Background: an optimization exercise with open tools, aiming at small area and a short achievable clock period. Do not read the settings as production practice. RTL that was checked went through simulation tests only; none was proved equivalent to the original. The RTL of run 1 was laid out without a check of its function. Power is estimated from default activity; no workload was simulated.

==> design.v <==
module mux2 (
input in0, in1,
input s,
output out
);
assign out = s ? in1 : in0;
endmodule
module cellMux2i (input a0, a1, s, output y);
assign y = ~(s ? a1 : a0);
endmodule
module cellNor2 (input a, b, output y);
assign y = ~(a | b);
endmodule
module cellO22ai (input a1, a2, b1, b2, output y);
assign y = ~((a1 | a2) & (b1 | b2));
endmodule
module cellA22oi (input a1, a2, b1, b2, output y);
assign y = ~((a1 & a2) | (b1 & b2));
endmodule
module cellXor2 (input a, b, output y);
assign y = a ^ b;
endmodule
module cellAnd2 (input a, b, output y);
assign y = a & b;
endmodule
module resultBit (
input x, yn, prod_n,
input t_x_n, t_xy_n, t_y_n, t_nx_n,
output f
);
wire p1, p0, gn;
cellO21ai o1(yn, t_xy_n, t_x_n, p1);      
cellO21ai o0(yn, t_y_n, t_nx_n, p0);      
cellMux2i m(p0, p1, x, gn);
cellNand2 n(prod_n, gn, f);
endmodule
module cellO21ai (input a1, a2, b1, output y);
assign y = ~((a1 | a2) & b1);
endmodule
module cellA21oi (input a1, a2, b1, output y);
assign y = ~((a1 & a2) | b1);
endmodule
module cellNand2 (input a, b, output y);
assign y = ~(a & b);
endmodule
module adder (
input [15:0] a, b,
output [15:0] out
);
assign out = a+b;
endmodule
module fullAdder (input a, b, c, output s, co);
assign s = a ^ b ^ c;
assign co = (a & b) | (a & c) | (b & c);
endmodule
module halfAdder (input a, b, output s, co);
assign s = a ^ b;
assign co = a & b;
endmodule
module prefixAdder (
input [15:0] a, b,
output [15:0] sn
);
wire g97;
wire t98;
wire g99;
wire t100;
wire g101;
wire t102;
wire g103;
wire t104;
wire g105;
wire t106;
wire g107;
wire t108;
wire g109;
wire t110;
wire g111;
wire t112;
wire g113;
wire t114;
wire g115;
wire t116;
wire g117;
wire t118;
wire g119;
wire t120;
wire g121;
wire t122;
wire g123;
wire t124;
wire g125;
wire t126;
wire g127;
wire t128;
wire G129;
wire G131;
wire P132;
wire G133;
wire P134;
wire G135;
wire P136;
wire G137;
wire P138;
wire G139;
wire P140;
wire G141;
wire P142;
wire i145;
wire G146;
wire G149;
wire i151;
wire G152;
wire i153;
wire P154;
wire G155;
wire P156;
wire i157;
wire G158;
wire i159;
wire P160;
wire G161;
wire P162;
wire i163;
wire G164;
wire i165;
wire P166;
wire G169;
wire i171;
wire G172;
wire G175;
wire G177;
wire G179;
wire P180;
wire i181;
wire G182;
wire i183;
wire P184;
wire G185;
wire P186;
wire i189;
wire G190;
wire G191;
wire G192;
wire G193;
wire G194;
wire G195;
wire G196;
halfAdder h0(a[0], b[0], t98, g97);
halfAdder h1(a[1], b[1], t100, g99);
halfAdder h2(a[2], b[2], t102, g101);
halfAdder h3(a[3], b[3], t104, g103);
halfAdder h4(a[4], b[4], t106, g105);
halfAdder h5(a[5], b[5], t108, g107);
halfAdder h6(a[6], b[6], t110, g109);
halfAdder h7(a[7], b[7], t112, g111);
halfAdder h8(a[8], b[8], t114, g113);
halfAdder h9(a[9], b[9], t116, g115);
halfAdder h10(a[10], b[10], t118, g117);
halfAdder h11(a[11], b[11], t120, g119);
halfAdder h12(a[12], b[12], t122, g121);
halfAdder h13(a[13], b[13], t124, g123);
halfAdder h14(a[14], b[14], t126, g125);
halfAdder h15(a[15], b[15], t128, g127);
cellA21oi nG129(t100, g97, g99, G129);
cellA21oi nG131(t104, g101, g103, G131);
cellNand2 mP132(t104, t102, P132);
cellA21oi nG133(t108, g105, g107, G133);
cellNand2 mP134(t108, t106, P134);
cellA21oi nG135(t112, g109, g111, G135);
cellNand2 mP136(t112, t110, P136);
cellA21oi nG137(t116, g113, g115, G137);
cellNand2 mP138(t116, t114, P138);
cellA21oi nG139(t120, g117, g119, G139);
cellNand2 mP140(t120, t118, P140);
cellA21oi nG141(t124, g121, g123, G141);
cellNand2 mP142(t124, t122, P142);
assign i145 = ~G129;
cellA21oi nG146(t102, i145, g101, G146);
cellO21ai nG149(P132, G129, G131, G149);
assign i151 = ~G133;
cellA21oi nG152(t110, i151, g109, G152);
assign i153 = ~P134;
cellNand2 mP154(t110, i153, P154);
cellO21ai nG155(P136, G133, G135, G155);
cellNor2 mP156(P136, P134, P156);
assign i157 = ~G137;
cellA21oi nG158(t118, i157, g117, G158);
assign i159 = ~P138;
cellNand2 mP160(t118, i159, P160);
cellO21ai nG161(P140, G137, G139, G161);
cellNor2 mP162(P140, P138, P162);
assign i163 = ~G141;
cellA21oi nG164(t126, i163, g125, G164);
assign i165 = ~P142;
cellNand2 mP166(t126, i165, P166);
cellA21oi nG169(t106, G149, g105, G169);
assign i171 = ~G149;
cellO21ai nG172(P134, i171, G133, G172);
cellO21ai nG175(P154, i171, G152, G175);
cellA21oi nG177(P156, G149, G155, G177);
cellA21oi nG179(t122, G161, g121, G179);
cellNand2 mP180(t122, P162, P180);
assign i181 = ~G161;
cellO21ai nG182(P142, i181, G141, G182);
assign i183 = ~P162;
cellNor2 mP184(P142, i183, P184);
cellO21ai nG185(P166, i181, G164, G185);
cellNor2 mP186(P166, i183, P186);
assign i189 = ~G177;
cellA21oi nG190(t114, i189, g113, G190);
cellO21ai nG191(P138, G177, G137, G191);
cellO21ai nG192(P160, G177, G158, G192);
cellA21oi nG193(P162, i189, G161, G193);
cellO21ai nG194(P180, G177, G179, G194);
cellA21oi nG195(P184, i189, G182, G195);
cellA21oi nG196(P186, i189, G185, G196);
assign sn[0] = ~t98;
assign sn[1] = ~(t100 ^ g97);
assign sn[2] = t102 ^ G129;
assign sn[3] = t104 ^ G146;
assign sn[4] = ~(t106 ^ G149);
assign sn[5] = t108 ^ G169;
assign sn[6] = ~(t110 ^ G172);
assign sn[7] = ~(t112 ^ G175);
assign sn[8] = t114 ^ G177;
assign sn[9] = t116 ^ G190;
assign sn[10] = ~(t118 ^ G191);
assign sn[11] = ~(t120 ^ G192);
assign sn[12] = t122 ^ G193;
assign sn[13] = ~(t124 ^ G194);
assign sn[14] = t126 ^ G195;
assign sn[15] = t128 ^ G196;
endmodule
module lessThan(
input minMode,
input [15:0] a, b,
output [15:0] out
);
reg [15:0] compareOut;
wire signed [15:0] signed_a, signed_b;
assign signed_a = a;
assign signed_b = b;
assign out = minMode ? compareOut : {15'b0, a < b};
always@* begin
    if(signed_a < signed_b) begin
        compareOut <= a;
    end else begin
        compareOut <= b;
    end
end
endmodule
module compare16 (
input [15:0] x, yn,
input s,
output lt, eq
);
wire g1;
wire l2;
wire g3;
wire l4;
wire g5;
wire l6;
wire g7;
wire l8;
wire g9;
wire l10;
wire g11;
wire l12;
wire g13;
wire l14;
wire g15;
wire l16;
wire g17;
wire l18;
wire g19;
wire l20;
wire g21;
wire l22;
wire g23;
wire l24;
wire g25;
wire l26;
wire g27;
wire l28;
wire g29;
wire l30;
wire g31;
wire l32;
wire g33;
wire l34;
wire g35;
wire l36;
wire g37;
wire l38;
wire g39;
wire l40;
wire g41;
wire l42;
wire g43;
wire l44;
wire g45;
wire l46;
wire g47;
wire l48;
wire g49;
wire l50;
wire g51;
wire l52;
wire g53;
wire l54;
wire g55;
wire l56;
wire g57;
wire l58;
wire g59;
wire l60;
wire g61;
wire l62;
cellNand2 a0(x[0], yn[0], g1);
cellNor2 b0(x[0], yn[0], l2);
cellNand2 a1(x[1], yn[1], g3);
cellNor2 b1(x[1], yn[1], l4);
cellNand2 a2(x[2], yn[2], g5);
cellNor2 b2(x[2], yn[2], l6);
cellNand2 a3(x[3], yn[3], g7);
cellNor2 b3(x[3], yn[3], l8);
cellNand2 a4(x[4], yn[4], g9);
cellNor2 b4(x[4], yn[4], l10);
cellNand2 a5(x[5], yn[5], g11);
cellNor2 b5(x[5], yn[5], l12);
cellNand2 a6(x[6], yn[6], g13);
cellNor2 b6(x[6], yn[6], l14);
cellNand2 a7(x[7], yn[7], g15);
cellNor2 b7(x[7], yn[7], l16);
cellNand2 a8(x[8], yn[8], g17);
cellNor2 b8(x[8], yn[8], l18);
cellNand2 a9(x[9], yn[9], g19);
cellNor2 b9(x[9], yn[9], l20);
cellNand2 a10(x[10], yn[10], g21);
cellNor2 b10(x[10], yn[10], l22);
cellNand2 a11(x[11], yn[11], g23);
cellNor2 b11(x[11], yn[11], l24);
cellNand2 a12(x[12], yn[12], g25);
cellNor2 b12(x[12], yn[12], l26);
cellNand2 a13(x[13], yn[13], g27);
cellNor2 b13(x[13], yn[13], l28);
cellNand2 a14(x[14], yn[14], g29);
cellNor2 b14(x[14], yn[14], l30);
assign g31 = ~(s ? (~x[15] & ~yn[15]) : (x[15] & yn[15]));
assign l32 = s ? (x[15] & yn[15]) : (~x[15] & ~yn[15]);
cellO21ai og33(l4, g1, g3, g33);
cellA21oi al34(g3, l2, l4, l34);
cellO21ai og35(l8, g5, g7, g35);
cellA21oi al36(g7, l6, l8, l36);
cellO21ai og37(l12, g9, g11, g37);
cellA21oi al38(g11, l10, l12, l38);
cellO21ai og39(l16, g13, g15, g39);
cellA21oi al40(g15, l14, l16, l40);
cellO21ai og41(l20, g17, g19, g41);
cellA21oi al42(g19, l18, l20, l42);
cellO21ai og43(l24, g21, g23, g43);
cellA21oi al44(g23, l22, l24, l44);
cellO21ai og45(l28, g25, g27, g45);
cellA21oi al46(g27, l26, l28, l46);
cellO21ai og47(l32, g29, g31, g47);
cellA21oi al48(g31, l30, l32, l48);
cellA21oi ag49(l36, g33, g35, g49);
cellO21ai ol50(g35, l34, l36, l50);
cellA21oi ag51(l40, g37, g39, g51);
cellO21ai ol52(g39, l38, l40, l52);
cellA21oi ag53(l44, g41, g43, g53);
cellO21ai ol54(g43, l42, l44, l54);
cellA21oi ag55(l48, g45, g47, g55);
cellO21ai ol56(g47, l46, l48, l56);
cellO21ai og57(l52, g49, g51, g57);
cellA21oi al58(g51, l50, l52, l58);
cellO21ai og59(l56, g53, g55, g59);
cellA21oi al60(g55, l54, l56, l60);
cellA21oi ag61(l60, g57, g59, g61);
cellO21ai ol62(g59, l58, l60, l62);
assign lt = l62;
assign eq = g61 & ~l62;
endmodule
module computationTile (
input clk, clear,
input [3:0] opcode,
input cache_ok, mac_last,
input zeroed,
input cy_in,
input [15:0] input0, input1_wire,
output [15:0] cellOut
);
reg [15:0] R;
wire [15:0] x = input0;
wire mac = opcode == 4'd15;
wire read = opcode == 4'd8;
wire arith = opcode[1:0] == 2'd3;           
wire isadd = opcode[2:0] == 3'd3;           
wire flagop = ~opcode[3] & (opcode[2:0] == 3'd4 | opcode[2:0] == 3'd5)
            | opcode[2:0] == 3'd6;           
wire eqop = opcode[2:0] == 3'd6;
wire minop = opcode == 4'd12;
wire maxop = opcode == 4'd13;
wire cy = cy_in;
wire [15:0] yn;
genvar i;
generate
    for (i = 0; i < 16; i = i + 1) begin: opnd
        cellMux2i ym(input1_wire[i], R[i], cy, yn[i]);
    end
endgenerate
wire rowsel = arith & ~isadd;
wire [16:0] xe = {x, 1'b0};
wire [7:0] one, two, neg, on, tn, ng;
genvar k;
generate
    for (k = 0; k < 8; k = k + 1) begin: benc
        assign one[k] = xe[2*k+1] ^ xe[2*k];
        assign two[k] = (xe[2*k+2] & ~xe[2*k+1] & ~xe[2*k])
                      | (~xe[2*k+2] & xe[2*k+1] & xe[2*k]);
        assign neg[k] = xe[2*k+2];
        if (k == 0) begin: d0
            assign on[k] = ~(arith & (isadd | one[k]));
        end else begin: dk
            assign on[k] = ~(rowsel & one[k]);
        end
        assign tn[k] = ~(rowsel & two[k]);
        assign ng[k] = rowsel & neg[k];
    end
endgenerate
wire r7b1 = (~on[7] & (~yn[1] ^ (ng[7] & ~yn[0]))) | (~tn[7] & ~yn[0]);
wire macm = mac & mac_last;
wire [15:0] z = ({16{isadd}} & x) | ({16{macm}} & R);
wire q1;
wire p3;
wire q5;
wire p7;
wire q9;
wire p11;
wire q13;
wire p15;
wire q17;
wire p19;
wire q21;
wire p23;
wire q25;
wire p27;
wire q29;
wire p31;
wire q33;
wire p35;
wire q37;
wire p39;
wire q41;
wire p43;
wire q45;
wire p47;
wire q49;
wire p51;
wire q53;
wire p55;
wire q57;
wire p59;
wire q61;
wire p63;
wire q65;
wire p67;
wire q69;
wire p71;
wire q73;
wire p75;
wire q77;
wire p79;
wire q81;
wire p83;
wire q85;
wire p87;
wire q89;
wire p91;
wire q93;
wire p95;
wire q97;
wire p99;
wire q101;
wire p103;
wire q105;
wire p107;
wire q109;
wire p111;
wire q113;
wire p115;
wire q117;
wire p119;
wire q121;
wire p123;
wire q125;
wire p127;
wire q129;
wire p131;
wire q133;
wire p135;
wire q137;
wire p139;
wire q141;
wire p143;
wire q145;
wire p147;
wire q149;
wire p151;
wire q153;
wire p155;
wire q157;
wire p159;
wire q161;
wire p163;
wire q165;
wire p167;
wire q169;
wire p171;
wire q173;
wire p175;
wire q177;
wire p179;
wire q181;
wire p183;
wire q185;
wire p187;
wire q189;
wire p191;
wire q193;
wire p195;
wire q197;
wire p199;
wire q201;
wire p203;
wire q205;
wire p207;
wire q209;
wire p211;
wire q213;
wire p215;
wire q217;
wire p219;
wire q221;
wire p223;
wire q225;
wire p227;
wire q229;
wire p231;
wire q233;
wire p235;
wire q237;
wire p239;
wire q241;
wire p243;
wire q245;
wire p247;
wire q249;
wire p251;
wire q253;
wire p255;
wire q257;
wire p259;
wire q261;
wire p263;
wire q265;
wire p267;
wire q269;
wire p271;
wire q273;
wire p275;
wire q277;
wire p279;
wire p281;
wire s283;
wire c284;
wire s286;
wire c287;
wire s289;
wire c290;
wire s292;
wire c293;
wire s295;
wire c296;
wire s298;
wire c299;
wire s301;
wire c302;
wire s304;
wire c305;
wire s307;
wire c308;
wire s310;
wire c311;
wire s313;
wire c314;
wire s316;
wire c317;
wire s319;
wire c320;
wire s322;
wire c323;
wire s325;
wire c326;
wire s328;
wire c329;
wire s331;
wire c332;
wire s334;
wire c335;
wire s337;
wire c338;
wire s340;
wire c341;
wire s343;
wire c344;
wire s346;
wire c347;
wire s349;
wire c350;
wire s352;
wire c353;
wire s355;
wire c356;
wire s358;
wire c359;
wire s361;
wire c362;
wire s364;
wire c365;
wire s367;
wire c368;
wire s370;
wire c371;
wire s373;
wire c374;
wire s376;
wire c377;
wire s379;
wire c380;
wire s382;
wire c383;
wire s385;
wire c386;
wire s388;
wire c389;
wire s391;
wire c392;
wire s394;
wire c395;
wire s397;
wire c398;
wire s400;
wire c401;
wire s403;
wire c404;
wire s406;
wire c407;
wire s409;
wire c410;
wire s412;
wire c413;
wire s415;
wire c416;
wire s418;
wire c419;
wire s421;
wire c422;
wire s424;
wire c425;
wire s427;
wire c428;
wire s430;
wire c431;
wire s433;
wire c434;
wire s436;
wire c437;
wire s439;
wire c440;
wire s442;
wire c443;
wire s445;
wire c446;
wire s448;
wire c449;
wire s451;
wire c452;
wire s454;
wire c455;
wire s457;
wire c458;
wire s460;
wire c461;
wire s463;
wire c464;
wire s466;
wire c467;
wire s469;
wire c470;
wire s472;
wire c473;
wire s475;
wire c476;
wire s478;
wire c479;
wire s481;
wire c482;
wire s484;
wire c485;
wire s487;
wire c488;
wire s490;
wire c491;
cellNor2 u2(yn[0], on[0], q1);
cellXor2 u4(q1, ng[0], p3);
cellO22ai u6(yn[1], on[0], yn[0], tn[0], q5);
cellXor2 u8(q5, ng[0], p7);
cellO22ai u10(yn[2], on[0], yn[1], tn[0], q9);
cellXor2 u12(q9, ng[0], p11);
cellO22ai u14(yn[3], on[0], yn[2], tn[0], q13);
cellXor2 u16(q13, ng[0], p15);
cellO22ai u18(yn[4], on[0], yn[3], tn[0], q17);
cellXor2 u20(q17, ng[0], p19);
cellO22ai u22(yn[5], on[0], yn[4], tn[0], q21);
cellXor2 u24(q21, ng[0], p23);
cellO22ai u26(yn[6], on[0], yn[5], tn[0], q25);
cellXor2 u28(q25, ng[0], p27);
cellO22ai u30(yn[7], on[0], yn[6], tn[0], q29);
cellXor2 u32(q29, ng[0], p31);
cellO22ai u34(yn[8], on[0], yn[7], tn[0], q33);
cellXor2 u36(q33, ng[0], p35);
cellO22ai u38(yn[9], on[0], yn[8], tn[0], q37);
cellXor2 u40(q37, ng[0], p39);
cellO22ai u42(yn[10], on[0], yn[9], tn[0], q41);
cellXor2 u44(q41, ng[0], p43);
cellO22ai u46(yn[11], on[0], yn[10], tn[0], q45);
cellXor2 u48(q45, ng[0], p47);
cellO22ai u50(yn[12], on[0], yn[11], tn[0], q49);
cellXor2 u52(q49, ng[0], p51);
cellO22ai u54(yn[13], on[0], yn[12], tn[0], q53);
cellXor2 u56(q53, ng[0], p55);
cellO22ai u58(yn[14], on[0], yn[13], tn[0], q57);
cellXor2 u60(q57, ng[0], p59);
cellO22ai u62(yn[15], on[0], yn[14], tn[0], q61);
cellXor2 u64(q61, ng[0], p63);
cellNor2 u66(yn[0], on[1], q65);
cellXor2 u68(q65, ng[1], p67);
cellO22ai u70(yn[1], on[1], yn[0], tn[1], q69);
cellXor2 u72(q69, ng[1], p71);
cellO22ai u74(yn[2], on[1], yn[1], tn[1], q73);
cellXor2 u76(q73, ng[1], p75);
cellO22ai u78(yn[3], on[1], yn[2], tn[1], q77);
cellXor2 u80(q77, ng[1], p79);
cellO22ai u82(yn[4], on[1], yn[3], tn[1], q81);
cellXor2 u84(q81, ng[1], p83);
cellO22ai u86(yn[5], on[1], yn[4], tn[1], q85);
cellXor2 u88(q85, ng[1], p87);
cellO22ai u90(yn[6], on[1], yn[5], tn[1], q89);
cellXor2 u92(q89, ng[1], p91);
cellO22ai u94(yn[7], on[1], yn[6], tn[1], q93);
cellXor2 u96(q93, ng[1], p95);
cellO22ai u98(yn[8], on[1], yn[7], tn[1], q97);
cellXor2 u100(q97, ng[1], p99);
cellO22ai u102(yn[9], on[1], yn[8], tn[1], q101);
cellXor2 u104(q101, ng[1], p103);
cellO22ai u106(yn[10], on[1], yn[9], tn[1], q105);
cellXor2 u108(q105, ng[1], p107);
cellO22ai u110(yn[11], on[1], yn[10], tn[1], q109);
cellXor2 u112(q109, ng[1], p111);
cellO22ai u114(yn[12], on[1], yn[11], tn[1], q113);
cellXor2 u116(q113, ng[1], p115);
cellO22ai u118(yn[13], on[1], yn[12], tn[1], q117);
cellXor2 u120(q117, ng[1], p119);
cellNor2 u122(yn[0], on[2], q121);
cellXor2 u124(q121, ng[2], p123);
cellO22ai u126(yn[1], on[2], yn[0], tn[2], q125);
cellXor2 u128(q125, ng[2], p127);
cellO22ai u130(yn[2], on[2], yn[1], tn[2], q129);
cellXor2 u132(q129, ng[2], p131);
cellO22ai u134(yn[3], on[2], yn[2], tn[2], q133);
cellXor2 u136(q133, ng[2], p135);
cellO22ai u138(yn[4], on[2], yn[3], tn[2], q137);
cellXor2 u140(q137, ng[2], p139);
cellO22ai u142(yn[5], on[2], yn[4], tn[2], q141);
cellXor2 u144(q141, ng[2], p143);
cellO22ai u146(yn[6], on[2], yn[5], tn[2], q145);
cellXor2 u148(q145, ng[2], p147);
cellO22ai u150(yn[7], on[2], yn[6], tn[2], q149);
cellXor2 u152(q149, ng[2], p151);
cellO22ai u154(yn[8], on[2], yn[7], tn[2], q153);
cellXor2 u156(q153, ng[2], p155);
cellO22ai u158(yn[9], on[2], yn[8], tn[2], q157);
cellXor2 u160(q157, ng[2], p159);
cellO22ai u162(yn[10], on[2], yn[9], tn[2], q161);
cellXor2 u164(q161, ng[2], p163);
cellO22ai u166(yn[11], on[2], yn[10], tn[2], q165);
cellXor2 u168(q165, ng[2], p167);
cellNor2 u170(yn[0], on[3], q169);
cellXor2 u172(q169, ng[3], p171);
cellO22ai u174(yn[1], on[3], yn[0], tn[3], q173);
cellXor2 u176(q173, ng[3], p175);
cellO22ai u178(yn[2], on[3], yn[1], tn[3], q177);
cellXor2 u180(q177, ng[3], p179);
cellO22ai u182(yn[3], on[3], yn[2], tn[3], q181);
cellXor2 u184(q181, ng[3], p183);
cellO22ai u186(yn[4], on[3], yn[3], tn[3], q185);
cellXor2 u188(q185, ng[3], p187);
cellO22ai u190(yn[5], on[3], yn[4], tn[3], q189);
cellXor2 u192(q189, ng[3], p191);
cellO22ai u194(yn[6], on[3], yn[5], tn[3], q193);
cellXor2 u196(q193, ng[3], p195);
cellO22ai u198(yn[7], on[3], yn[6], tn[3], q197);
cellXor2 u200(q197, ng[3], p199);
cellO22ai u202(yn[8], on[3], yn[7], tn[3], q201);
cellXor2 u204(q201, ng[3], p203);
cellO22ai u206(yn[9], on[3], yn[8], tn[3], q205);
cellXor2 u208(q205, ng[3], p207);
cellNor2 u210(yn[0], on[4], q209);
cellXor2 u212(q209, ng[4], p211);
cellO22ai u214(yn[1], on[4], yn[0], tn[4], q213);
cellXor2 u216(q213, ng[4], p215);
cellO22ai u218(yn[2], on[4], yn[1], tn[4], q217);
cellXor2 u220(q217, ng[4], p219);
cellO22ai u222(yn[3], on[4], yn[2], tn[4], q221);
cellXor2 u224(q221, ng[4], p223);
cellO22ai u226(yn[4], on[4], yn[3], tn[4], q225);
cellXor2 u228(q225, ng[4], p227);
cellO22ai u230(yn[5], on[4], yn[4], tn[4], q229);
cellXor2 u232(q229, ng[4], p231);
cellO22ai u234(yn[6], on[4], yn[5], tn[4], q233);
cellXor2 u236(q233, ng[4], p235);
cellO22ai u238(yn[7], on[4], yn[6], tn[4], q237);
cellXor2 u240(q237, ng[4], p239);
cellNor2 u242(yn[0], on[5], q241);
cellXor2 u244(q241, ng[5], p243);
cellO22ai u246(yn[1], on[5], yn[0], tn[5], q245);
cellXor2 u248(q245, ng[5], p247);
cellO22ai u250(yn[2], on[5], yn[1], tn[5], q249);
cellXor2 u252(q249, ng[5], p251);
cellO22ai u254(yn[3], on[5], yn[2], tn[5], q253);
cellXor2 u256(q253, ng[5], p255);
cellO22ai u258(yn[4], on[5], yn[3], tn[5], q257);
cellXor2 u260(q257, ng[5], p259);
cellO22ai u262(yn[5], on[5], yn[4], tn[5], q261);
cellXor2 u264(q261, ng[5], p263);
cellNor2 u266(yn[0], on[6], q265);
cellXor2 u268(q265, ng[6], p267);
cellO22ai u270(yn[1], on[6], yn[0], tn[6], q269);
cellXor2 u272(q269, ng[6], p271);
cellO22ai u274(yn[2], on[6], yn[1], tn[6], q273);
cellXor2 u276(q273, ng[6], p275);
cellO22ai u278(yn[3], on[6], yn[2], tn[6], q277);
cellXor2 u280(q277, ng[6], p279);
cellNor2 u282(yn[0], on[7], p281);
halfAdder u285(ng[4], z[8], s283, c284);
halfAdder u288(z[9], p39, s286, c287);
fullAdder u291(ng[5], z[10], p43, s289, c290);
halfAdder u294(p99, p147, s292, c293);
fullAdder u297(z[11], p47, p103, s295, c296);
halfAdder u300(p151, p191, s298, c299);
fullAdder u303(ng[6], z[12], p51, s301, c302);
fullAdder u306(p107, p155, p195, s304, c305);
halfAdder u309(p227, p251, s307, c308);
fullAdder u312(z[13], p55, p111, s310, c311);
fullAdder u315(p159, p199, p231, s313, c314);
halfAdder u318(p255, p271, s316, c317);
fullAdder u321(z[14], p59, p115, s319, c320);
fullAdder u324(p163, p203, p235, s322, c323);
fullAdder u327(p259, p275, p281, s325, c326);
fullAdder u330(z[15], p63, p119, s328, c329);
fullAdder u333(p167, p207, p239, s331, c332);
fullAdder u336(p263, p279, r7b1, s334, c335);
halfAdder u339(ng[2], z[4], s337, c338);
halfAdder u342(z[5], p23, s340, c341);
fullAdder u345(ng[3], z[6], p27, s343, c344);
halfAdder u348(p83, p131, s346, c347);
fullAdder u351(z[7], p31, p87, s349, c350);
halfAdder u354(p135, p175, s352, c353);
fullAdder u357(p35, p91, p139, s355, c356);
fullAdder u360(p179, p211, s283, s358, c359);
fullAdder u363(p95, p143, p183, s361, c362);
fullAdder u366(p215, s286, c284, s364, c365);
fullAdder u369(p187, p219, p243, s367, c368);
fullAdder u372(s289, s292, c287, s370, c371);
fullAdder u375(p223, p247, s295, s373, c374);
fullAdder u378(s298, c290, c293, s376, c377);
fullAdder u381(p267, s301, s304, s379, c380);
fullAdder u384(s307, c296, c299, s382, c383);
fullAdder u387(s310, s313, s316, s385, c386);
fullAdder u390(c302, c305, c308, s388, c389);
fullAdder u393(s319, s322, s325, s391, c392);
fullAdder u396(c311, c314, c317, s394, c395);
fullAdder u399(s328, s331, s334, s397, c398);
fullAdder u402(c320, c323, c326, s400, c401);
halfAdder u405(ng[1], z[2], s403, c404);
halfAdder u408(z[3], p15, s406, c407);
fullAdder u411(p19, p75, p123, s409, c410);
fullAdder u414(p79, p127, s340, s412, c413);
fullAdder u417(p171, s343, s346, s415, c416);
fullAdder u420(s349, s352, c344, s418, c419);
fullAdder u423(s355, s358, c350, s421, c422);
fullAdder u426(s361, s364, c356, s424, c425);
fullAdder u429(s367, s370, c362, s427, c428);
fullAdder u432(s373, s376, c368, s430, c431);
fullAdder u435(s379, s382, c374, s433, c434);
fullAdder u438(s385, s388, c380, s436, c437);
fullAdder u441(s391, s394, c386, s439, c440);
fullAdder u444(s397, s400, c392, s442, c443);
halfAdder u447(ng[0], z[0], s445, c446);
halfAdder u450(z[1], p7, s448, c449);
fullAdder u453(p11, p67, s403, s451, c452);
fullAdder u456(p71, s406, c404, s454, c455);
fullAdder u459(s337, s409, c407, s457, c458);
fullAdder u462(c338, s412, c410, s460, c461);
fullAdder u465(c341, s415, c413, s463, c464);
fullAdder u468(c347, s418, c416, s466, c467);
fullAdder u471(c353, s421, c419, s469, c470);
fullAdder u474(c359, s424, c422, s472, c473);
fullAdder u477(c365, s427, c425, s475, c476);
fullAdder u480(c371, s430, c428, s478, c479);
fullAdder u483(c377, s433, c431, s481, c482);
fullAdder u486(c383, s436, c434, s484, c485);
fullAdder u489(c389, s439, c437, s487, c488);
fullAdder u492(c395, s442, c440, s490, c491);
wire [15:0] prod_n;
prefixAdder cpa({s490, s487, s484, s481, s478, s475, s472, s469, s466, s463, s460, s457, s454, s451, s448, p3}, {c488, c485, c482, c479, c476, c473, c470, c467, c464, c461, c458, c455, c452, c449, c446, s445}, prod_n);
wire lt, eq;
compare16 cmp(x, yn, opcode[3], lt, eq);
wire t_and = opcode[2:0] == 3'd1;
wire t_x = opcode[2:0] == 3'd2 | (minop & lt) | (maxop & ~lt);
wire t_y = opcode[2:0] == 3'd2 | (minop & ~lt) | (maxop & lt) | (read & ~zeroed);
wire t_xy = t_and | t_y;
wire t_nx = opcode == 4'd0;
wire bit0 = flagop & (eqop ? eq : lt);
wire [15:0] pn = {prod_n[15:1], prod_n[0] & ~bit0};
wire [15:0] f;
generate
    for (i = 0; i < 16; i = i + 1) begin: res
        resultBit rb(x[i], yn[i], pn[i], ~t_x, ~t_xy, ~t_y, ~t_nx, f[i]);
    end
endgenerate
assign cellOut = f;
always @(posedge clk)
    R <= f;
endmodule
module compute_array (
    input clk, clear,
    input [3:0] tile_opcode,
    input [63:0] value_a, value_b,
    output [63:0] wire_out
);
    parameter WORD_BITS = 16;
    parameter TILES = 4;
    reg cache_ok, mac_last, zeroed;
    always @(posedge clk) begin
        cache_ok <= ~clear & (tile_opcode != 4'd8);
        mac_last <= ~clear & (tile_opcode == 4'd15);
        zeroed <= clear;
    end
    wire cy = (tile_opcode == 4'd8) | (cache_ok & ~clear & (tile_opcode != 4'd15));
    generate
        genvar i;
        for(i = 0; i < TILES; i = i + 1) begin: ctl
            computationTile tile_i(clk, clear, tile_opcode, cache_ok, mac_last, zeroed, cy,
                value_a[WORD_BITS*(i+1)-1:WORD_BITS*i],
                value_b[WORD_BITS*(i+1)-1:WORD_BITS*i],
                wire_out[WORD_BITS*(i+1)-1:WORD_BITS*i]
            );
        end
    endgenerate
endmodule
==> flow/run.sh <==
#!/bin/bash
# The standard layout (the standard.sh: standard synthesis, then ORFS to
# finish) with two changes:
# - the port buffers are sky130_fd_sc_hd__buf_1 cells in place of the delay
#   buffers buffer_ports picks by default;
# - before floorplanning, flow/downsize.tcl sets the combinational cells that
#   synthesis sized up back to drive strength 1 (repair sizes up again).
set -euo pipefail
here=$(pwd)
bash standard.sh synth > synth_flow.log 2>&1
bash standard.sh BUFFER_PORTS_ARGS="-buffer_cell sky130_fd_sc_hd__buf_1" \
    PRE_FLOORPLAN_TCL="$here/flow/downsize.tcl" finish > layout_flow.log 2>&1
==> flow/downsize.tcl <==
# Before floorplanning: put every combinational cell that synthesis sized up
# back to its drive-strength-1 variant of the same function. The resizer's
# repair steps later size up again what slew, capacitance or timing need.
set db [ord::get_db]
set block [ord::get_db_block]
set n 0
foreach inst [$block getInsts] {
  set name [[$inst getMaster] getName]
  if { [regexp {^(sky130_fd_sc_hd__[a-z0-9]+)_([0-9]+)$} $name -> base drv] && $drv > 1 } {
    if { [string match "*__df*" $base] || [string match "*__sdf*" $base] || [string match "*__edf*" $base] } {
      continue
    }
    set master [$db findMaster ${base}_1]
    if { $master != "NULL" } {
      $inst swapMaster $master
      incr n
    }
  }
}
puts "downsize.tcl: $n instances set to drive strength 1"
==> standard.sh <==
#!/bin/bash
# synth_recipe.tcl (not shown) runs the flow's synth.tcl, then flattens the netlist and writes it again
# the make line also repeats each setting of config.mk as NAME=value (left out here)
make -C /OpenROAD-flow-scripts/flow DESIGN_CONFIG=/design/flow/config.mk WORK_HOME=/design/flow/orfs CLKGATE_MAP_FILE= SYNTH_SCRIPT=/design/flow/synth_recipe.tcl "${@:-finish}"
==> config.mk <==
export PLATFORM = sky130hd
export DESIGN_NAME = compute_array
export DESIGN_NICKNAME = compute_array
export VERILOG_FILES = /design/flow/design.v
export SDC_FILE = /design/flow/constraint.sdc
export NUM_CORES = 4
export LEC_CHECK = 0
export CAP_MARGIN = 20
export CORE_MARGIN = 2
export CORE_UTILIZATION = 40
export CTS_BUF_LIST = sky130_fd_sc_hd__clkbuf_8
export SETUP_SLACK_MARGIN = 3.7
export SLEW_MARGIN = 20
export SYNTH_HIERARCHICAL = 1
export SYNTH_MINIMUM_KEEP_SIZE = 0
==> constraint.sdc <==
create_clock -name core_clock -period 16.0 [get_ports {clk}]
set_input_delay 3.2000 -clock core_clock [delete_from_list [all_inputs] [get_ports {clk}]]
set_output_delay 3.2000 -clock core_clock [all_outputs]
set_load 0.01 [all_outputs]
==> flow_metrics.py, run 1 <==
metrics = {
    "die": {
        "start_util": 0.403,
        "die_x_um": 220,
        "io_pins": 198,
        "die_area_um2": 48500,
        "row_count": 79,
        "fp.dieH_um": 220,
        "coreArea_um2": 46400,
    },
    "cts": {
        "clock_latency_ns": 0.46,
        "clockRootBuffer": "clkbuf_8",
        "cts_tree": "built",
        "cts_buffer_depth": 2,
        "clk_pin_slew_ns": 0.10,
        "cts_sinks": 67,
        "htreeDepth": 3,
        "numCtsBuffers": 9,
        "hold_buffers": 0,
    },
    "setup_path": {
        "critPathKind": "primary input to primary output",
        "worst-endpoint-arrival_ns": 8.97,
        "cp.required_ns": 12.80,
        "cp_slowest_stage_delay_ns": 0.63,
        "crit_chain": "buf_1 -> buf_6 -> or3b_1 -> nand2_2 -> and3_4 -> buf_4 -> mux2i_2 -> buf_4 -> o22ai_1 -> xor2_1 -> fa_1 -> fa_1 -> fa_1 -> fa_1 -> ha_1 -> a21oi_1 -> inv_1 -> a21oi_1 -> o21ai_1 -> a21oi_1 -> xor2_1 -> nand2_1 -> buf_1",
        "cp_max_fo": 34,
        "cp_num_buf_inv": 6,
        "path_common_cell": "fa_1",
        "slowest_stage": "fa_1",
        "critPathTopFamily": "adder cells",
        "crit_path_end_kind": "primary output",
        "start_kind": "primary input",
        "r2r_slack_ns": 10.49,
    },
    "global_routing": {
        "grt_pass1_vias": 18100,
        "grt_start_max_net_pins": 39,
        "antenna_found_initial": 3,
        "grt.overflow.total": 0,
        "grt_pass1_wl_mm": 101,
        "grt_usage": 0.269,
    },
    "yosys": {
        "syn_inst": 2252,
        "yosys_warnings": 8,
        "synth_nets": 2730,
    },
    "placement": {
        "placed_cells": 3104,
        "finalWeightedCongestion": 0.897,
        "hpwlAfterDp_mm": 47.6,
        "portBuffers": 197,
    },
    "timing": {
        "timing.hold.ws_ns": 0.744,
        "setup_viol": 0,
        "rsz0062_at_grt": "true",
        "max_freq_mhz": 82.2,
        "fin_crit_sh": 0.761,
        "tightestPinTransition_ns": 0.972,
        "hold_viol_final": 0,
        "min_period_ns": 12.17,
        "relSlewSlack": 0.351,
        "clock_skew_ns": 0.0212,
        "drv_slew": 0,
        "setup_tns_ns": 0,
    },
    "power": {
        "cellPowerDensity_nw_per_um2": 81.1,
        "cellLeakagePower_nw": 11.0,
        "vdd_drop_max_mv": 0.0642,
        "power.total_w": 0.00175,
    },
    "drt": {
        "ant_nets": 0,
        "drt-vias-per-instance": 5.99,
        "drt_iter0_markers": 1633,
        "dr.pass1.iters": 6,
        "postRouteWirelength_mm": 66.1,
        "num_vias": 18900,
        "drc": 0,
        "wl_per_cell_um": 20.9,
    },
    "cells_and_area": {
        "regArea_um2": 1340,
        "fillerInstances": 4552,
        "final_common_cell": "xor2_1",
        "drive_above_1_share": 0.0658,
        "layout_common_cells": "340 x xor2_1, 277 x nand2_1, 252 x o22ai_1",
        "multi_input_area_um2": 17400,
        "fin_cells": 3161,
        "final_nets": 3026,
    },
    "outcome": {
        "outcome": "finished clean",
    },
    "run": {
        "drv_cap": 0,
    },
    "worst_hold_path": {
        "hold_class": "flip-flop to flip-flop",
    },
}
where the power goes:
part	internal, W	switching, W	total (W)
Clock	0.0000578	0.000101	0.000159
Sequential	0.000240	0.0000554	0.000296
Combinational	0.000496	0.000796	0.00129
routing by layer:
metal | up-vias | global-route usage | share of wire | wire length (um)
met3 | 124 | 0.0381 | 0.079 | 5230
met2 | 827 | 0.423 | 0.45 | 29900
li1 | 8716 | - | - | -
met1 | 9276 | 0.377 | 0.44 | 29000
met5 | - | 0 | 0.00020 | 13
met4 | 2 | 0.0953 | 0.030 | 1970
per-stage QoR:
step                      worst slack, ns   util  instance area (um2)
after global routing                 3.56  0.465                21500
after CTS                            3.70  0.456                21100
after global placement               2.88  0.445                20600
final                                3.83  0.465                21500
after detailed placement             2.71  0.446                20700
after floorplan                      3.72      -                18700
worst min-delay path, delay by kind of cell, from the launching register on:
kind            cells  cell delay, ns
flops               1            0.36
mux                 2            0.17
compound gates      1            0.12
simple gates        1            0.07
cell type report:
cell class	count	share of cell area
clock buffer	10	0.00639
clock inverter	5	0.00105
timing repair buffer	300	0.0753
sequential	67	0.0622
inverter	60	0.0105
multi-input combinational	2110	0.809
antenna	2	0.000232
tap	607	0.0352
sequential cells by signal, indices dropped and copies added, names as in the netlist:
register,cells
zeroed,1
mac_last,1
ctl.tile_i.R,64
cache_ok,1
path summary, 6_finish.rpt:
path,start,end,cells past startpoint
worst min-delay path,ctl[0].tile_i.R[7],ctl[0].tile_i.R[7],4
worst max register to register,cache_ok,ctl[1].tile_i.R[15],20
worst min register to register,ctl[0].tile_i.R[7],ctl[0].tile_i.R[7],4
worst max-delay path,tile_opcode[1],wire_out[31],23
repair_timing:
item,CTS,global route
gates cloned,2,1
buffers inserted,5,32
resized for setup,41,26
setup endpoints to repair,33,25
pin swaps,1,3
==> inputs of run 2 (changes only) <==
--- a/design.v
+++ b/design.v
@@ -17,6 +17,9 @@
 module cellA22oi (input a1, a2, b1, b2, output y);
 assign y = ~((a1 & a2) | (b1 & b2));
 endmodule
+module cellXnor2 (input a, b, output y);
+assign y = ~(a ^ b);
+endmodule
 module cellXor2 (input a, b, output y);
 assign y = a ^ b;
 endmodule
@@ -91,7 +94,6 @@
 wire t124;
 wire g125;
 wire t126;
-wire g127;
 wire t128;
 wire G129;
 wire G131;
@@ -146,76 +148,91 @@
 wire G194;
 wire G195;
 wire G196;
-halfAdder h0(a[0], b[0], t98, g97);
-halfAdder h1(a[1], b[1], t100, g99);
-halfAdder h2(a[2], b[2], t102, g101);
-halfAdder h3(a[3], b[3], t104, g103);
-halfAdder h4(a[4], b[4], t106, g105);
-halfAdder h5(a[5], b[5], t108, g107);
-halfAdder h6(a[6], b[6], t110, g109);
-halfAdder h7(a[7], b[7], t112, g111);
-halfAdder h8(a[8], b[8], t114, g113);
-halfAdder h9(a[9], b[9], t116, g115);
-halfAdder h10(a[10], b[10], t118, g117);
-halfAdder h11(a[11], b[11], t120, g119);
-halfAdder h12(a[12], b[12], t122, g121);
-halfAdder h13(a[13], b[13], t124, g123);
-halfAdder h14(a[14], b[14], t126, g125);
-halfAdder h15(a[15], b[15], t128, g127);
-cellA21oi nG129(t100, g97, g99, G129);
-cellA21oi nG131(t104, g101, g103, G131);
-cellNand2 mP132(t104, t102, P132);
-cellA21oi nG133(t108, g105, g107, G133);
-cellNand2 mP134(t108, t106, P134);
-cellA21oi nG135(t112, g109, g111, G135);
-cellNand2 mP136(t112, t110, P136);
-cellA21oi nG137(t116, g113, g115, G137);
-cellNand2 mP138(t116, t114, P138);
-cellA21oi nG139(t120, g117, g119, G139);
-cellNand2 mP140(t120, t118, P140);
-cellA21oi nG141(t124, g121, g123, G141);
-cellNand2 mP142(t124, t122, P142);
+cellXnor2 h0(a[0], b[0], t98);
+cellNand2 k0(a[0], b[0], g97);
+cellXnor2 h1(a[1], b[1], t100);
+cellNand2 k1(a[1], b[1], g99);
+cellXnor2 h2(a[2], b[2], t102);
+cellNand2 k2(a[2], b[2], g101);
+cellXnor2 h3(a[3], b[3], t104);
+cellNand2 k3(a[3], b[3], g103);
+cellXnor2 h4(a[4], b[4], t106);
+cellNand2 k4(a[4], b[4], g105);
+cellXnor2 h5(a[5], b[5], t108);
+cellNand2 k5(a[5], b[5], g107);
+cellXnor2 h6(a[6], b[6], t110);
+cellNand2 k6(a[6], b[6], g109);
+cellXnor2 h7(a[7], b[7], t112);
+cellNand2 k7(a[7], b[7], g111);
+cellXnor2 h8(a[8], b[8], t114);
+cellNand2 k8(a[8], b[8], g113);
+cellXnor2 h9(a[9], b[9], t116);
+cellNand2 k9(a[9], b[9], g115);
+cellXnor2 h10(a[10], b[10], t118);
+cellNand2 k10(a[10], b[10], g117);
+cellXnor2 h11(a[11], b[11], t120);
+cellNand2 k11(a[11], b[11], g119);
+cellXnor2 h12(a[12], b[12], t122);
+cellNand2 k12(a[12], b[12], g121);
+cellXnor2 h13(a[13], b[13], t124);
+cellNand2 k13(a[13], b[13], g123);
+cellXnor2 h14(a[14], b[14], t126);
+cellNand2 k14(a[14], b[14], g125);
+cellXnor2 h15(a[15], b[15], t128);
+cellO21ai nG129(t100, g97, g99, G129);
+cellO21ai nG131(t104, g101, g103, G131);
+cellNor2 mP132(t104, t102, P132);
+cellO21ai nG133(t108, g105, g107, G133);
+cellNor2 mP134(t108, t106, P134);
+cellO21ai nG135(t112, g109, g111, G135);
+cellNor2 mP136(t112, t110, P136);
+cellO21ai nG137(t116, g113, g115, G137);
+cellNor2 mP138(t116, t114, P138);
+cellO21ai nG139(t120, g117, g119, G139);
+cellNor2 mP140(t120, t118, P140);
+cellO21ai nG141(t124, g121, g123, G141);
+cellNor2 mP142(t124, t122, P142);
 assign i145 = ~G129;
-cellA21oi nG146(t102, i145, g101, G146);
-cellO21ai nG149(P132, G129, G131, G149);
+cellO21ai nG146(t102, i145, g101, G146);
+cellA21oi nG149(P132, G129, G131, G149);
 assign i151 = ~G133;
-cellA21oi nG152(t110, i151, g109, G152);
+cellO21ai nG152(t110, i151, g109, G152);
 assign i153 = ~P134;
-cellNand2 mP154(t110, i153, P154);
-cellO21ai nG155(P136, G133, G135, G155);
-cellNor2 mP156(P136, P134, P156);
+cellNor2 mP154(t110, i153, P154);
+cellA21oi nG155(P136, G133, G135, G155);
+cellNand2 mP156(P136, P134, P156);
 assign i157 = ~G137;
-cellA21oi nG158(t118, i157, g117, G158);
+cellO21ai nG158(t118, i157, g117, G158);
 assign i159 = ~P138;
-cellNand2 mP160(t118, i159, P160);
-cellO21ai nG161(P140, G137, G139, G161);
-cellNor2 mP162(P140, P138, P162);
+cellNor2 mP160(t118, i159, P160);
+cellA21oi nG161(P140, G137, G139, G161);
+cellNand2 mP162(P140, P138, P162);
 assign i163 = ~G141;
-cellA21oi nG164(t126, i163, g125, G164);
+cellO21ai nG164(t126, i163, g125, G164);
 assign i165 = ~P142;
-cellNand2 mP166(t126, i165, P166);
-cellA21oi nG169(t106, G149, g105, G169);
+cellNor2 mP166(t126, i165, P166);
+cellO21ai nG169(t106, G149, g105, G169);
 assign i171 = ~G149;
-cellO21ai nG172(P134, i171, G133, G172);
-cellO21ai nG175(P154, i171, G152, G175);
-cellA21oi nG177(P156, G149, G155, G177);
-cellA21oi nG179(t122, G161, g121, G179);
-cellNand2 mP180(t122, P162, P180);
+cellA21oi nG172(P134, i171, G133, G172);
+cellA21oi nG175(P154, i171, G152, G175);
+cellO21ai nG177(P156, G149, G155, G177);
+cellO21ai nG179(t122, G161, g121, G179);
+cellNor2 mP180(t122, P162, P180);
 assign i181 = ~G161;
-cellO21ai nG182(P142, i181, G141, G182);
+cellA21oi nG182(P142, i181, G141, G182);
 assign i183 = ~P162;
-cellNor2 mP184(P142, i183, P184);
-cellO21ai nG185(P166, i181, G164, G185);
-cellNor2 mP186(P166, i183, P186);
+cellNand2 mP184(P142, i183, P184);
+cellA21oi nG185(P166, i181, G164, G185);
+cellNand2 mP186(P166, i183, P186);
 assign i189 = ~G177;
-cellA21oi nG190(t114, i189, g113, G190);
-cellO21ai nG191(P138, G177, G137, G191);
-cellO21ai nG192(P160, G177, G158, G192);
-cellA21oi nG193(P162, i189, G161, G193);
-cellO21ai nG194(P180, G177, G179, G194);
-cellA21oi nG195(P184, i189, G182, G195);
-cellA21oi nG196(P186, i189, G185, G196);
-assign sn[0] = ~t98;
+cellO21ai nG190(t114, i189, g113, G190);
+cellA21oi nG191(P138, G177, G137, G191);
+cellA21oi nG192(P160, G177, G158, G192);
+cellO21ai nG193(P162, i189, G161, G193);
+cellA21oi nG194(P180, G177, G179, G194);
+cellO21ai nG195(P184, i189, G182, G195);
+cellO21ai nG196(P186, i189, G185, G196);
+assign sn[0] = t98;
 assign sn[1] = ~(t100 ^ g97);
 assign sn[2] = t102 ^ G129;
 assign sn[3] = t104 ^ G146;
@@ -387,7 +404,6 @@
 input [3:0] opcode,
 input cache_ok, mac_last,
 input zeroed,
-input cy_in,
 input [15:0] input0, input1_wire,
 output [15:0] cellOut
 );
@@ -402,7 +418,7 @@
 wire eqop = opcode[2:0] == 3'd6;
 wire minop = opcode == 4'd12;
 wire maxop = opcode == 4'd13;
-wire cy = cy_in;
+wire cy = read | (cache_ok & ~clear & ~mac);
 wire [15:0] yn;
 genvar i;
 generate
@@ -959,11 +975,10 @@
         mac_last <= ~clear & (tile_opcode == 4'd15);
         zeroed <= clear;
     end
-    wire cy = (tile_opcode == 4'd8) | (cache_ok & ~clear & (tile_opcode != 4'd15));
     generate
         genvar i;
         for(i = 0; i < TILES; i = i + 1) begin: ctl
-            computationTile tile_i(clk, clear, tile_opcode, cache_ok, mac_last, zeroed, cy,
+            computationTile tile_i(clk, clear, tile_opcode, cache_ok, mac_last, zeroed,
                 value_a[WORD_BITS*(i+1)-1:WORD_BITS*i],
                 value_b[WORD_BITS*(i+1)-1:WORD_BITS*i],
                 wire_out[WORD_BITS*(i+1)-1:WORD_BITS*i]
--- a/config.mk
+++ b/config.mk
@@ -5,11 +5,11 @@
 export SDC_FILE = /design/flow/constraint.sdc
 export NUM_CORES = 4
 export LEC_CHECK = 0
-export CAP_MARGIN = 20
+export CAP_MARGIN = 0
 export CORE_MARGIN = 2
 export CORE_UTILIZATION = 40
 export CTS_BUF_LIST = sky130_fd_sc_hd__clkbuf_8
 export SETUP_SLACK_MARGIN = 3.7
-export SLEW_MARGIN = 20
+export SLEW_MARGIN = 0
 export SYNTH_HIERARCHICAL = 1
 export SYNTH_MINIMUM_KEEP_SIZE = 0
==> flow_metrics.py, run 2 <==
metrics = {
    "die": {
        "start_util": 0.404,
        "row_count": 79,
        "die_x_um": 221,
        "die_area_um2": 48700,
        "io_pins": 198,
        "fp.dieH_um": 221,
        "coreArea_um2": 46500,
    },
    "timing": {
        "hold_viol_final": 0,
        "clock_skew_ns": 0.0105,
        "drv_slew": 0,
        "rsz0062_at_grt": "false",
        "setup_tns_ns": 0,
        "max_freq_mhz": 83.7,
        "fin_ws_ns": 4.05,
        "fin_crit_sh": 0.747,
        "min_period_ns": 11.95,
        "setup_viol": 0,
        "tightestPinTransition_ns": 1.23,
        "relSlewSlack": 0.169,
    },
    "drt": {
        "dr.pass1.iters": 5,
        "ant_nets": 0,
        "postRouteWirelength_mm": 64.0,
        "drc": 0,
        "drt_iter0_markers": 1592,
        "drt-vias-per-instance": 5.92,
        "wl_per_cell_um": 20.0,
        "num_vias": 18900,
    },
    "power": {
        "seqPwrFrac": 0.150,
        "cellPowerDensity_nw_per_um2": 94.1,
        "switching_share": 0.543,
        "intPower_w": 0.000918,
        "power.total_w": 0.00201,
        "p_comb_frac": 0.753,
        "pwr-share-clk": 0.097,
        "p_sw_w": 0.00109,
        "vdd_drop_max_mv": 0.0620,
        "cellLeakagePower_nw": 10.5,
    },
    "placement": {
        "hpwlAfterDp_mm": 47.2,
        "portBuffers": 197,
        "finalWeightedCongestion": 0.891,
        "place_ws_ns": 3.23,
        "placed_cells": 3161,
    },
    "cts": {
        "cts_tree": "built",
        "clockRootBuffer": "clkbuf_8",
        "hold_buffers": 0,
        "htreeDepth": 3,
        "numCtsBuffers": 9,
        "cts_buffer_depth": 2,
        "clock_latency_ns": 0.44,
        "clk_pin_slew_ns": 0.09,
        "cts_sinks": 67,
    },
    "cells_and_area": {
        "final_nets": 2998,
        "fin_cells": 3200,
        "utilization": 0.460,
        "largest_register": "ctl.tile_i.R",
        "drive_above_1_share": 0.0533,
        "layout_common_cells": "344 x xor2_1, 296 x nand2_1, 260 x o21ai_1",
        "final_common_cell": "xor2_1",
        "largest_register_ffs": 64,
    },
    "yosys": {
        "syn_inst": 2319,
        "synth_nets": 2733,
        "yosys_warnings": 8,
    },
    "outcome": {
        "outcome": "finished clean",
    },
    "setup_path": {
        "slowest_stage": "fa_1",
        "cp.required_ns": 12.80,
        "path_depth": 22,
        "cp_num_buf_inv": 5,
        "r2r_slack_ns": 10.49,
        "endpoint": "wire_out[46]",
        "crit_chain": "clkbuf_2 -> buf_6 -> nor2b_1 -> a22oi_1 -> o21ai_2 -> buf_6 -> mux2i_4 -> o22ai_1 -> xor2_1 -> fa_1 -> fa_1 -> fa_1 -> fa_1 -> xnor2_1 -> nor2_1 -> a21oi_2 -> inv_1 -> a21oi_1 -> o21ai_1 -> xor2_1 -> nand2_1 -> buf_1",
        "worst-endpoint-arrival_ns": 8.75,
        "path_common_cell": "fa_1",
        "cp_slowest_stage_delay_ns": 0.60,
        "cp_max_fo": 42,
        "crit_path_end_kind": "primary output",
        "r2r-end": "ctl[2].tile_i.R[14]",
        "critPathKind": "primary input to primary output",
        "critPathTopFamily": "adder cells",
        "r2r_cells": 18,
        "start_kind": "primary input",
        "startpoint": "tile_opcode[3]",
        "r2r-start": "cache_ok",
    },
    "global_routing": {
        "grt_pass1_wl_mm": 100,
        "grt_usage": 0.261,
        "grt_pass1_vias": 18200,
        "antenna_found_initial": 3,
        "grt_start_max_net_pins": 43,
        "grt.overflow.total": 0,
    },
    "worst_hold_path": {
        "min_path_cells": 4,
        "hold_class": "flip-flop to flip-flop",
    },
    "run": {
        "drv_cap": 0,
    },
}
[run 2: worst min path at each step]
| stage | from | endpoint | slack [ns] |
|---|---|---|---|
| after floorplan | ctl[0].tile_i.R[14] | ctl[0].tile_i.R[14] | 0.79 |
| after global placement | ctl[2].tile_i.R[15] | ctl[2].tile_i.R[15] | 0.83 |
| after detailed placement | ctl[2].tile_i.R[15] | ctl[2].tile_i.R[15] | 0.86 |
| after CTS | ctl[0].tile_i.R[11] | ctl[0].tile_i.R[11] | 0.85 |
| after global routing | ctl[1].tile_i.R[11] | ctl[1].tile_i.R[11] | 0.86 |
| final | ctl[1].tile_i.R[11] | ctl[1].tile_i.R[11] | 0.80 |
[run 2: stage by stage]
stage / hold WS [ns] / instance area, um2
3_3_place_gp: 0.831 / 20700
6_report: 0.804 / 21400
3_5_place_dp: 0.864 / 20700
5_1_grt: 0.858 / 21400
4_1_cts: 0.847 / 21100
2_1_floorplan: 0.793 / 18800
[run 2: power groups by stage]
stage	clock network (W)	logic, W	registers, W
after floorplan	0	0.00104	0.000274
after global placement	0	0.00143	0.000292
after detailed placement	0	0.00146	0.000294
after CTS	0.000204	0.00148	0.000298
after global routing	0.000207	0.00168	0.000310
final	0.000195	0.00151	0.000302
[run 2: layout make-up]
| class | instances | area (um2) |
|---|---|---|
| sequential | 67 | 1340 |
| timing repair buffer | 282 | 1400 |
| inverter | 60 | 225 |
| clock inverter | 5 | 76.3 |
| clock buffer | 11 | 151 |
| fill | 4637 | 25100 |
| multi-input combinational | 2164 | 17400 |
| antenna | 4 | 10.0 |
| tap | 607 | 759 |
[run 2: routing by layer]
metal | share of wire | global-route usage
met5 | 0.00020 | 0
met4 | 0.027 | 0.0811
met3 | 0.069 | 0.0434
met2 | 0.46 | 0.412
met1 | 0.45 | 0.364
[run 2: worst register-to-register path, cell delays in order (launching register included)]
cell and delay (ns):
dfxtp_1 0.53, a22oi_1 0.16, o21ai_2 0.15, buf_6 0.30, mux2i_4 0.51, o22ai_1 0.15, xor2_1 0.17, fa_1 0.53
fa_1 0.45, fa_1 0.60, fa_1 0.48, xnor2_1 0.31, nor2_1 0.12, a21oi_2 0.28, inv_1 0.10, a21oi_1 0.14
o21ai_1 0.09, xor2_1 0.21, nand2_1 0.10
[run 2: what timing repair did]
action | in CTS | in global routing
buffers inserted | 0 | 19
setup endpoints to repair | 18 | 31
gates resized for setup | 31 | 23
pin swaps | 0 | 1
==> inputs of run 3 (changes only) <==
--- a/config.mk
+++ b/config.mk
@@ -9,7 +9,7 @@
 export CORE_MARGIN = 2
 export CORE_UTILIZATION = 40
 export CTS_BUF_LIST = sky130_fd_sc_hd__clkbuf_8
-export SETUP_SLACK_MARGIN = 3.7
+export SETUP_SLACK_MARGIN = 4.2
 export SLEW_MARGIN = 0
 export SYNTH_HIERARCHICAL = 1
 export SYNTH_MINIMUM_KEEP_SIZE = 0
==> flow_metrics.py, run 3 <==
metrics = {
    "outcome": {
        "outcome": "finished clean",
    },
    "timing": {
        "relSlewSlack": 0.241,
        "setup_tns_ns": 0,
        "setup_viol": 0,
        "hold_viol_final": 0,
        "clock_skew_ns": 0.0101,
        "fin_crit_sh": 0.722,
        "min_period_ns": 11.56,
        "max_freq_mhz": 86.5,
        "tightestPinTransition_ns": 1.14,
        "rsz0062_at_grt": "true",
        "drv_slew": 0,
    },
    "cts": {
        "clk_pin_slew_ns": 0.10,
        "clockRootBuffer": "clkbuf_8",
        "hold_buffers": 0,
        "htreeDepth": 3,
        "cts_buffer_depth": 2,
        "cts_sinks": 67,
        "clock_latency_ns": 0.46,
        "cts_tree": "built",
        "numCtsBuffers": 9,
    },
    "run": {
        "drv_cap": 0,
    },
    "power": {
        "cellLeakagePower_nw": 10.9,
        "cellPowerDensity_nw_per_um2": 95.8,
        "vdd_drop_max_mv": 0.0795,
    },
    "cells_and_area": {
        "regArea_um2": 1340,
        "final_nets": 3042,
        "multi_input_area_um2": 17600,
        "largest_register_ffs": 64,
        "drive_above_1_share": 0.0820,
        "largest_register": "ctl.tile_i.R",
        "fillerInstances": 4551,
        "final_common_cell": "xor2_1",
        "stdcell_area_um2": 22100,
        "layout_common_cells": "344 x xor2_1, 294 x nand2_1, 256 x o21ai_1",
    },
    "setup_path": {
        "worst-endpoint-arrival_ns": 8.36,
        "crit_path_end_kind": "primary output",
        "start_kind": "primary input",
        "cp_max_fo": 17,
        "cp.required_ns": 12.80,
        "critPathKind": "primary input to primary output",
    },
    "global_routing": {
        "grt_pass1_wl_mm": 101,
        "grt_pass1_vias": 18200,
        "grt.overflow.total": 0,
        "antenna_found_initial": 3,
        "grt_start_max_net_pins": 43,
        "grt_usage": 0.265,
    },
    "drt": {
        "num_vias": 19200,
        "wl_per_cell_um": 20.4,
        "drc": 0,
        "postRouteWirelength_mm": 66.2,
        "drt_iter0_markers": 1543,
        "ant_nets": 0,
        "drt-vias-per-instance": 5.91,
        "dr.pass1.iters": 7,
    },
    "die": {
        "row_count": 79,
        "die_x_um": 221,
        "start_util": 0.404,
        "coreArea_um2": 46500,
        "die_area_um2": 48700,
        "io_pins": 198,
        "fp.dieH_um": 221,
    },
    "yosys": {
        "yosys_warnings": 8,
        "syn_inst": 2319,
        "synth_nets": 2733,
    },
    "placement": {
        "portBuffers": 197,
        "finalWeightedCongestion": 0.881,
        "hpwlAfterDp_mm": 47.1,
        "placed_cell_area_um2": 20700,
    },
    "worst_hold_path": {
        "hold_class": "flip-flop to flip-flop",
    },
}
==> run 3: cell types whose count changed in the layout (fill, tap and decap cells not counted), sizes merged <==
cell | before | now
buf | 281 | 319
clkbuf | 12 | 17
diode | 4 | 6
mux2i | 128 | 129
==> run 3: worst paths after layout <==
check | start | endpoint | slack (ns) | cells past startpoint
worst max-delay path | tile_opcode[3] | wire_out[15] | 4.44 | 23
worst max register to register | cache_ok | ctl[0].tile_i.R[15] | 10.81 | 19
worst min register to register | ctl[0].tile_i.R[9] | ctl[0].tile_i.R[9] | 0.80 | 4
worst min-delay path | ctl[0].tile_i.R[9] | ctl[0].tile_i.R[9] | 0.80 | 4
==> run 3: layout make-up <==
| class | instances | area share |
|---|---|---|
| antenna | 6 | 0.000680 |
| clock inverter | 5 | 0.00345 |
| timing repair buffer | 325 | 0.0860 |
| multi-input combinational | 2165 | 0.798 |
| inverter | 60 | 0.0102 |
| clock buffer | 11 | 0.00685 |
| sequential | 67 | 0.0607 |
| tap | 607 | 0.0344 |
==> run 3: power by group <==
group	internal [W]	total (W)	switching, W
combinational	0.000649	0.00161	0.000963
sequential	0.000244	0.000305	0.0000612
clock	0.0000955	0.000200	0.000104
==> run 3: critical path: stages <==
cell      delay, ns
clkbuf_4       0.19
buf_12         0.16
nor2b_2        0.16
a22oi_1        0.09
o21ai_2        0.17
buf_4          0.14
buf_12         0.17
buf_4          0.13
mux2i_1        0.17
buf_4          0.28
o22ai_1        0.13
xor2_1         0.19
fa_1           0.60
fa_1           0.47
fa_1           0.61
fa_1           0.49
xnor2_2        0.23
nor2_1         0.08
a21oi_1        0.15
o21ai_1        0.09
xor2_1         0.17
nand2_1        0.09
buf_1          0.17
==> run 3: per-stage QoR <==
step | hold slack [ns] | setup slack [ns] | utilization | total power (W) | instances
after detailed placement | 0.762 | 3.44 | 0.446 | 0.00176 | 3164
after floorplan | 0.793 | 4.48 | - | 0.00132 | 2319
final | 0.804 | 4.44 | 0.476 | 0.00212 | 3246
after global routing | 0.861 | 4.11 | 0.475 | 0.00230 | 3243
after global placement | 0.752 | 3.64 | 0.446 | 0.00173 | 3164
after CTS | 0.788 | 4.21 | 0.460 | 0.00202 | 3201
==> run 3: repair_timing <==
item | CTS | global route
buffers inserted | 21 | 35
gates cloned | 0 | 4
setup endpoints to repair | 40 | 53
pin swaps | 0 | 8
resized for setup | 53 | 63
==> run 3: per-layer routing <==
metal | vias to the layer above | part of all wire | track usage
met4 | 0 | 0.031 | 0.0949
met1 | 9320 | 0.43 | 0.366
met2 | 842 | 0.46 | 0.418
met3 | 122 | 0.078 | 0.0458
met5 | - | 0 | 0
li1 | 8892 | - | -
==> inputs of run 4 (changes only) <==
--- a/config.mk
+++ b/config.mk
@@ -9,7 +9,7 @@
 export CORE_MARGIN = 2
 export CORE_UTILIZATION = 40
 export CTS_BUF_LIST = sky130_fd_sc_hd__clkbuf_8
-export SETUP_SLACK_MARGIN = 4.2
+export SETUP_SLACK_MARGIN = 3.9
 export SLEW_MARGIN = 0
 export SYNTH_HIERARCHICAL = 1
 export SYNTH_MINIMUM_KEEP_SIZE = 0
==> flow_metrics.py, run 4 <==
metrics = {
    "timing": {
        "hold_viol_final": 0,
        "max_freq_mhz": 84.9,
        "rsz0062_at_grt": "false",
        "setup_tns_ns": 0,
        "tightestPinTransition_ns": 1.13,
        "clock_skew_ns": 0.0121,
        "fin_ws_ns": 4.22,
        "drv_slew": 0,
        "relSlewSlack": 0.249,
        "min_period_ns": 11.78,
        "setup_viol": 0,
        "fin_crit_sh": 0.736,
    },
    "cells_and_area": {
        "utilization": 0.466,
        "largest_register": "ctl.tile_i.R",
        "drive_above_1_share": 0.0659,
        "fin_cells": 3219,
        "layout_common_cells": "344 x xor2_1, 296 x nand2_1, 259 x o21ai_1",
        "regArea_um2": 1340,
        "final_common_cell": "xor2_1",
        "fillerInstances": 4611,
        "multi_input_area_um2": 17500,
        "final_nets": 3018,
        "largest_register_ffs": 64,
    },
    "power": {
        "cellPowerDensity_nw_per_um2": 94.8,
        "cellLeakagePower_nw": 10.6,
        "intPower_w": 0.000945,
        "seqPwrFrac": 0.148,
        "power.total_w": 0.00205,
        "p_sw_w": 0.00111,
        "switching_share": 0.539,
        "p_comb_frac": 0.756,
        "pwr-share-clk": 0.095,
        "vdd_drop_max_mv": 0.0680,
    },
    "cts": {
        "cts_tree": "built",
        "clock_latency_ns": 0.44,
        "htreeDepth": 3,
        "cts_sinks": 67,
        "cts_buffer_depth": 2,
        "clk_pin_slew_ns": 0.09,
        "clockRootBuffer": "clkbuf_8",
        "numCtsBuffers": 9,
        "hold_buffers": 0,
    },
    "setup_path": {
        "cp_num_buf_inv": 6,
        "cp_max_fo": 42,
        "path_common_cell": "fa_1",
        "critPathTopFamily": "adder cells",
        "cp.required_ns": 12.80,
        "cp_slowest_stage_delay_ns": 0.59,
        "crit_path_end_kind": "primary output",
        "slowest_stage": "fa_1",
        "worst-endpoint-arrival_ns": 8.58,
        "crit_chain": "clkbuf_2 -> buf_8 -> nor2b_1 -> a22oi_1 -> o21ai_2 -> buf_6 -> mux2i_1 -> buf_4 -> o22ai_1 -> xor2_1 -> fa_1 -> fa_1 -> fa_1 -> fa_1 -> xnor2_2 -> nor2_1 -> a21oi_2 -> inv_1 -> a21oi_1 -> o21ai_1 -> xor2_1 -> nand2_1 -> buf_1",
        "critPathKind": "primary input to primary output",
        "start_kind": "primary input",
    },
    "drt": {
        "postRouteWirelength_mm": 64.4,
        "drt-vias-per-instance": 5.93,
        "drt_iter0_markers": 1593,
        "num_vias": 19100,
        "wl_per_cell_um": 20.0,
        "dr.pass1.iters": 5,
        "drc": 0,
        "ant_nets": 0,
    },
    "global_routing": {
        "antenna_found_initial": 3,
        "use_met3": 0.0440,
        "grt_pass1_wl_mm": 100,
        "grt_start_max_net_pins": 43,
        "gr-usage-met1": 0.364,
        "grt_pass1_vias": 18200,
        "busiest_layer": "met2",
        "grt_usage": 0.262,
        "met2_usage": 0.413,
        "grt.overflow.total": 0,
    },
    "placement": {
        "portBuffers": 197,
        "placed_cells": 3161,
        "place_ws_ns": 3.23,
        "finalWeightedCongestion": 0.891,
        "hpwlAfterDp_mm": 47.2,
    },
    "yosys": {
        "yosys_warnings": 8,
        "syn_inst": 2319,
        "synth_nets": 2733,
    },
    "die": {
        "die_x_um": 221,
        "coreArea_um2": 46500,
        "fp.dieH_um": 221,
        "row_count": 79,
        "io_pins": 198,
        "die_area_um2": 48700,
        "start_util": 0.404,
    },
    "worst_hold_path": {
        "hold_class": "flip-flop to flip-flop",
    },
    "run": {
        "drv_cap": 0,
    },
    "outcome": {
        "outcome": "finished clean",
    },
}
## run 4: repair_timing
| action | 4_1_cts | 5_1_grt |
|---|---|---|
| buffers inserted | 7 | 31 |
| endpoints found under the setup margin | 26 | 30 |
| gates cloned | 0 | 1 |
| pin swaps | 1 | 0 |
| resized for setup | 40 | 37 |
## run 4: power groups by stage
stage | clock network [W] | logic (W) | registers [W]
global placement | 0 | 0.00143 | 0.000292
finish | 0.000196 | 0.00155 | 0.000304
global route | 0.000207 | 0.00172 | 0.000312
CTS | 0.000204 | 0.00149 | 0.000300
detailed placement | 0 | 0.00146 | 0.000294
floorplan | 0 | 0.00104 | 0.000274
## run 4: worst paths after layout
check | from | end | slack (ns) | depth (start not counted)
worst min-delay path | ctl[1].tile_i.R[11] | ctl[1].tile_i.R[11] | 0.81 | 4
worst max register to register | cache_ok | ctl[2].tile_i.R[14] | 10.63 | 19
worst max-delay path | tile_opcode[3] | wire_out[46] | 4.22 | 23
worst min register to register | ctl[1].tile_i.R[11] | ctl[1].tile_i.R[11] | 0.81 | 4
## run 4: area by class of cell
cell class,count,area share
multi-input cells,2165,0.809
repair buffers,301,0.0731
flip-flops and latches,67,0.0620
well taps,607,0.0351
inverters,60,0.0104
clock buffers,11,0.00700
clock inverters,5,0.00353
diodes,3,0.000347
## run 4: routing by layer
metal	part of all wire	wire (um)
met5	0.00020	13
met3	0.070	4480
met4	0.027	1750
met1	0.45	28800
met2	0.46	29400
## run 4: worst reg2reg max path, stage by stage (launching register included)
cell     delay, ns
dfxtp_1       0.53
a22oi_1       0.16
o21ai_2       0.15
buf_6         0.32
mux2i_1       0.25
buf_4         0.22
o22ai_1       0.10
xor2_1        0.17
fa_1          0.49
fa_1          0.59
fa_1          0.47
fa_1          0.54
xnor2_2       0.25
nor2_1        0.12
a21oi_2       0.27
inv_1         0.09
a21oi_1       0.14
o21ai_1       0.09
xor2_1        0.21
nand2_1       0.10
## run 4: metrics by stage
stage / area (um2) / hold slack (ns)
2_1_floorplan: 18800 / 0.793
3_3_place_gp: 20700 / 0.831
3_5_place_dp: 20700 / 0.864
4_1_cts: 21200 / 0.847
5_1_grt: 21600 / 0.858
6_report: 21600 / 0.808

## static timing again, ports no longer ideal
The results above use ideal ports. As a check the final layouts listed here were re-extracted and re-timed, cells and wires unchanged.
Step 1 sets driving cells, clkbuf_16 on the clock port and buf_2 on the other inputs (assumed; they add their load-dependent delay and slew).
Step 2 also shifts input and output timing later by t, the mid clock arrival at the registers, as if the neighbouring blocks saw the same clock.
Slacks: no drivers / after step 1 / after step 2; pairs: no drivers / after step 1.
run	t, ns	setup slack, ns	worst setup path at the end	slew at the worst register clock pin (ns)	cell pins on the clock port's net
run 1	0.504	3.830 / 3.808 / 3.808	input to output	0.11 / 0.11	1
run 2	0.482	4.049 / 4.025 / 4.025	input to output	0.10 / 0.10	1
run 3	0.499	4.443 / 4.415 / 4.415	input to output	0.10 / 0.10	1
run 4	0.484	4.222 / 4.198 / 4.198	input to output	0.10 / 0.10	1
After both steps setup and hold are still met in every run listed. For run 3, which loses most, drivers alone change the setup slack by -0.028 ns; drivers and shift together by -0.028 ns.
